This design comes from an exercise in tuning for small area on the open sky130 flow, not from production work. RTL that was checked went through simulation tests only; none was proved equivalent to the original. Power figures rest on the tool's default switching activity, not on a simulated workload.

==> flow/design.v <==
module digitalAssign(clk, rst, rst_n, a, b, c, d, e, indicator, HEX, door,
                     status1, status2, status3, status4, status5,
                     i1, i2, i3, i4, i5, led);
input clk, rst, rst_n, a, b, c, d, e, i1, i2, i3, i4, i5;
output reg [7:0] indicator;
output reg door;
output reg [6:0] HEX;
output reg [6:0] status1, status2, status3, status4, status5;
output reg [17:0] led;
localparam [2:0] IDLE = 3'd0;
localparam [2:0] VAL = 3'd1;
localparam [2:0] DENIED = 3'd2;
localparam [2:0] GRANTED = 3'd3;
localparam [2:0] OPEN = 3'd5;
localparam [2:0] CLOSE = 3'd4;
reg  [11:0] div;
wire div_fb  = div[11] ^ (div[0] | div[9]);
wire div_hit = div[11] & ~div[10] & ~div[9] & div[8] & div[6] & ~div[5] & div[4] & ~div[3] & div[2] & div[1];
always @(posedge clk or negedge rst)
    if (!rst) div <= 12'b000001100100;
    else      div <= {div[10:0], div_fb | div_hit};
reg [2:0] state, next_state;
always @(*) begin
    case (state)
    IDLE:    next_state = a ? VAL : IDLE;
    VAL:     next_state = b ? (({i1,i2,i3,i4,i5} == 5'b11010) ? GRANTED : DENIED) : VAL;
    DENIED:  next_state = DENIED;
    GRANTED: next_state = c ? OPEN : GRANTED;
    OPEN:    next_state = d ? CLOSE : OPEN;
    CLOSE:   next_state = e ? IDLE : CLOSE;
    default: next_state = state;
    endcase
end
always @(posedge clk or negedge rst)
    if (!rst)         state <= IDLE;
    else if (div_hit) state <= next_state;
reg  [11:0] pre;
wire pre_fb  = pre[11] ^ (pre[3] | pre[6]);
wire pre_hit = pre[10] & ~pre[9] & ~pre[8] & ~pre[6] & ~pre[5] & pre[4] & ~pre[2] & pre[1] & ~pre[0];
reg  [3:0] k, k_next;
always @(*) begin
    case (k)
    4'd0: k_next = 4'd1;
    4'd1: k_next = 4'd2;
    4'd2: k_next = 4'd3;
    4'd3: k_next = 4'd4;
    4'd4: k_next = 4'd5;
    4'd5: k_next = 4'd6;
    4'd6: k_next = 4'd7;
    4'd7: k_next = 4'd8;
    4'd8: k_next = 4'd9;
    4'd9: k_next = 4'd9;
    default: k_next = k;
    endcase
end
always @(posedge clk or negedge rst_n)
    if (!rst_n) begin
        pre <= 12'b100100100100;
        k   <= 4'd0;
    end else begin
        pre <= {pre[10:0], pre_fb & ~pre_hit};
        if (pre_hit) k <= k_next;
    end
reg [8:0] lo;
always @(*) begin
    case (k)
    4'd0: lo = 9'b111111111;
    4'd1: lo = 9'b011111111;
    4'd2: lo = 9'b001111111;
    4'd3: lo = 9'b000111111;
    4'd4: lo = 9'b000011111;
    4'd5: lo = 9'b000001111;
    4'd6: lo = 9'b000000111;
    4'd7: lo = 9'b000000011;
    4'd8: lo = 9'b000000001;
    4'd9: lo = 9'b000000000;
    default: lo = 9'b000000000;
    endcase
end
wire [8:0] lc = ~{lo[0], lo[1], lo[2], lo[3], lo[4], lo[5], lo[6], lo[7], lo[8]};
always @(*) begin
    indicator = 8'h00; door = 1'b0; led = 18'd0;
    HEX = 7'b1111111;
    status1 = 7'b1111111; status2 = 7'b1111111; status3 = 7'b1111111;
    status4 = 7'b1111111; status5 = 7'b1111111;
    case (state)
    IDLE: begin
        indicator = 8'b00000001; HEX = 7'b1000000;
        status1 = 7'b1001111; status2 = 7'b1000000; status3 = 7'b1000111;
        status4 = 7'b0000110; status5 = 7'b1111111;
    end
    VAL: begin
        indicator = 8'b00000010; HEX = 7'b1111001;
        status1 = 7'b0001100; status2 = 7'b0001110; status3 = 7'b1001111;
        status4 = 7'b1000000; status5 = 7'b1111111;
    end
    DENIED: begin
        indicator = 8'b00000100; HEX = 7'b0100100;
        status1 = 7'b1001000; status2 = 7'b1000000; status3 = 7'b0001100;
        status4 = 7'b0000110; status5 = 7'b1111111;
    end
    GRANTED: begin
        indicator = 8'b11111111; HEX = 7'b0110000;
        status1 = 7'b0001100; status2 = 7'b0001000; status3 = 7'b0010010;
        status4 = 7'b0010010; status5 = 7'b1111111;
    end
    OPEN: begin
        indicator = 8'b00010000; HEX = 7'b0011001; door = 1'b1; led = {lo[0], lo[1], lo[2], lo[3], lo[4], lo[5], lo[6], lo[7], lo[8], lo};
        status1 = 7'b1000000; status2 = 7'b0001100; status3 = 7'b0000110;
        status4 = 7'b1001000; status5 = 7'b1111111;
    end
    CLOSE: begin
        indicator = 8'b00100000; HEX = 7'b0010010; led = {lc[0], lc[1], lc[2], lc[3], lc[4], lc[5], lc[6], lc[7], lc[8], lc};
        status1 = 7'b1000111; status2 = 7'b1000000; status3 = 7'b0010010;
        status4 = 7'b0000110; status5 = 7'b1000110;
    end
    3'd6: begin   
        indicator = 8'b00100100; HEX = 7'b0010110; door = 1'b0;
        status1 = 7'b1000000; status2 = 7'b1000000; status3 = 7'b0010000;
        status4 = 7'b0000110; status5 = 7'b1000110;
    end
    3'd7: begin   
        indicator = 8'b11111101; HEX = 7'b0010000; door = 1'b1;
        status1 = 7'b1000000; status2 = 7'b0001000; status3 = 7'b0010010;
        status4 = 7'b0011010; status5 = 7'b1111111;
    end
    endcase
end
endmodule
clock: 10.0 ns
lec_check: 0
cap_margin: 20
core_margin: 2
core_utilization: 40
slew_margin: 20
standard.sh (not shown) runs the stock make flow with config.mk's settings and CLKGATE_MAP_FILE= SYNTH_SCRIPT=/design/flow/synth_recipe.tcl, a recipe that flattens the netlist after the stock synthesis.
==> flow/flow/run.sh <==
#!/bin/bash
# Own layout flow: the standard synthesis and ORFS layout, with
#  - combinational cells from synthesis set to their smallest drive strength
#    (the resizer upsizes again wherever timing or slew needs it),
#  - the smallest buffer (buf_1) as the port buffer,
#  - a clock tree of small clock buffers without dummy loads.
set -euo pipefail
export BUFFER_PORTS_ARGS="-buffer_cell sky130_fd_sc_hd__buf_1"
export CTS_ARGS="-sink_clustering_enable -repair_clock_nets -dont_use_dummy_load -buf_list ${CTS_BUFS:-sky130_fd_sc_hd__clkbuf_4}"
export RECOVER_POWER=100

bash standard.sh synth > synth.log 2>&1
NET=orfs/results/$FLOW_PLATFORM/digitalAssign/base/1_2_yosys.v
cp $NET synth_netlist_orig.log
bash flow/downsize.sh $NET "$FLOW_HOME/platforms/$FLOW_PLATFORM/lib/sky130_fd_sc_hd__tt_025C_1v80.lib" > downsize.log 2>&1
touch $NET
bash standard.sh > layout.log 2>&1
==> flow/flow/downsize.sh <==
#!/bin/bash
# Replace every combinational cell of the netlist $1 by the smallest-area
# member of its family (same function and pins, lower drive strength).
# Flip-flops keep their cell type.
set -euo pipefail
NET=$1; LIB=$2
# cell areas from the liberty file: "name area"
awk '/^[ \t]*cell[ \t]*\(/ { gsub(/.*cell[ \t]*\([ \t]*"?|"?[ \t]*\).*/, ""); c=$0 }
     /^[ \t]*area[ \t]*:/ && c != "" { a=$0; gsub(/.*:[ \t]*|[ \t;]*$/, "", a); print c, a; c="" }' "$LIB" > areas.txt
# smallest member of each family (name without the _N suffix)
awk '{ n=$1; f=n; sub(/_[0-9]+$/, "", f);
       if (!(f in best) || $2+0 < ba[f]) { best[f]=n; ba[f]=$2+0 } }
     END { for (f in best) print f, best[f] }' areas.txt > smallest.txt
cp "$NET" "$NET.in"
awk 'NR==FNR { sm[$1]=$2; next }
     {
       if (match($0, /^[ \t]*sky130_fd_sc_hd__[a-z0-9_]+[ \t]/)) {
         cell=substr($0, RSTART, RLENGTH); gsub(/[ \t]/, "", cell)
         fam=cell; sub(/_[0-9]+$/, "", fam)
         if (fam !~ /__(df|sdf|edf|sedf|dl|sdl|conb|tap|fill|decap)/ && (fam in sm) && sm[fam] != cell) {
           print "resize " cell " -> " sm[fam] > "/dev/stderr"
           sub(cell, sm[fam])
         }
       }
       print
     }' smallest.txt "$NET.in" > "$NET"
rm -f "$NET.in"
Rerun with:
--- a/flow/design.v
+++ b/flow/design.v
@@ -10,15 +10,15 @@
 localparam [2:0] IDLE = 3'd0;
 localparam [2:0] VAL = 3'd1;
 localparam [2:0] DENIED = 3'd2;
 localparam [2:0] GRANTED = 3'd3;
-localparam [2:0] OPEN = 3'd5;
-localparam [2:0] CLOSE = 3'd4;
+localparam [2:0] OPEN = 3'd4;
+localparam [2:0] CLOSE = 3'd5;
 reg  [11:0] div;
-wire div_fb  = div[11] ^ (div[0] | div[9]);
-wire div_hit = div[11] & ~div[10] & ~div[9] & div[8] & div[6] & ~div[5] & div[4] & ~div[3] & div[2] & div[1];
+wire div_fb  = div[11] ^ div[9] ^ div[1] ^ div[0];
+wire div_hit = (div[10:9] == 2'b11) & (div[7:4] == 4'b1000) & (div[2:0] == 3'b001);
 always @(posedge clk or negedge rst)
-    if (!rst) div <= 12'b000001100100;
+    if (!rst) div <= 12'b100001110001;
     else      div <= {div[10:0], div_fb | div_hit};
 reg [2:0] state, next_state;
 always @(*) begin
     case (state)
@@ -34,10 +34,10 @@
 always @(posedge clk or negedge rst)
     if (!rst)         state <= IDLE;
     else if (div_hit) state <= next_state;
 reg  [11:0] pre;
-wire pre_fb  = pre[11] ^ (pre[3] | pre[6]);
-wire pre_hit = pre[10] & ~pre[9] & ~pre[8] & ~pre[6] & ~pre[5] & pre[4] & ~pre[2] & pre[1] & ~pre[0];
+wire pre_fb  = pre[11] ^ pre[9] ^ pre[1] ^ pre[0];
+wire pre_hit = (pre[11:10] == 2'b01) & (pre[6:0] == 7'b0001000);
 reg  [3:0] k, k_next;
 always @(*) begin
     case (k)
     4'd0: k_next = 4'd1;
@@ -54,9 +54,9 @@
     endcase
 end
 always @(posedge clk or negedge rst_n)
     if (!rst_n) begin
-        pre <= 12'b100100100100;
+        pre <= 12'b110000010000;
         k   <= 4'd0;
     end else begin
         pre <= {pre[10:0], pre_fb & ~pre_hit};
         if (pre_hit) k <= k_next;
@@ -113,17 +113,8 @@
         indicator = 8'b00100000; HEX = 7'b0010010; led = {lc[0], lc[1], lc[2], lc[3], lc[4], lc[5], lc[6], lc[7], lc[8], lc};
         status1 = 7'b1000111; status2 = 7'b1000000; status3 = 7'b0010010;
         status4 = 7'b0000110; status5 = 7'b1000110;
     end
-    3'd6: begin   
-        indicator = 8'b00100100; HEX = 7'b0010110; door = 1'b0;
-        status1 = 7'b1000000; status2 = 7'b1000000; status3 = 7'b0010000;
-        status4 = 7'b0000110; status5 = 7'b1000110;
-    end
-    3'd7: begin   
-        indicator = 8'b11111101; HEX = 7'b0010000; door = 1'b1;
-        status1 = 7'b1000000; status2 = 7'b0001000; status3 = 7'b0010010;
-        status4 = 7'b0011010; status5 = 7'b1111111;
-    end
+    default: ;
     endcase
 end
 endmodule
=> The changed run completed with no timing, DRC or antenna violations; wire length rises by roughly a tenth; core utilization rises by 1.7 points; worst setup slack is worse by 300 ps; total power rises slightly; area after synthesis rises by a few percent; synthesized cell count rises by a few percent; maximum frequency falls by a few percent; via count rises by a few percent; hold slack is worse by 21 ps; combinational power falls by a little under a tenth; sequential power stays flat; critical path depth stays the same; final cell count rises by a few percent.
Function not checked in the second run of this note: the RTL went through the layout flow alone.

==> port drivers added, routing unchanged <==
The flow's constraints put no driver on any port. The routed layouts listed below were extracted and timed again, unchanged, in two steps.
Step 1: set_driving_cell puts a clkbuf_16 on clk and a buf_2 on each other input, an assumption about the parent block.
Step 2 moves the port delays by t, midway between the first and last clock arrival at a register: inputs arrive t later, outputs are due t later. That takes back most of the time a late clock gives input paths.
Three values: ideal, step 1, step 2; two values: the first two.
run | shift t [ns] | setup slack, ns | hold slack, ns | clock arrival spread, ns | worst register clock-pin slew, ns
the first run | 0.325 | 5.981 / 5.962 / 6.287 | 0.356 / 0.356 / 0.356 | 0.014 / 0.014 | 0.08 / 0.08
the second run | 0.333 | 5.685 / 5.665 / 5.997 | 0.335 / 0.335 / 0.335 | 0.017 / 0.017 | 0.09 / 0.09
After both steps every run listed still meets setup and hold.
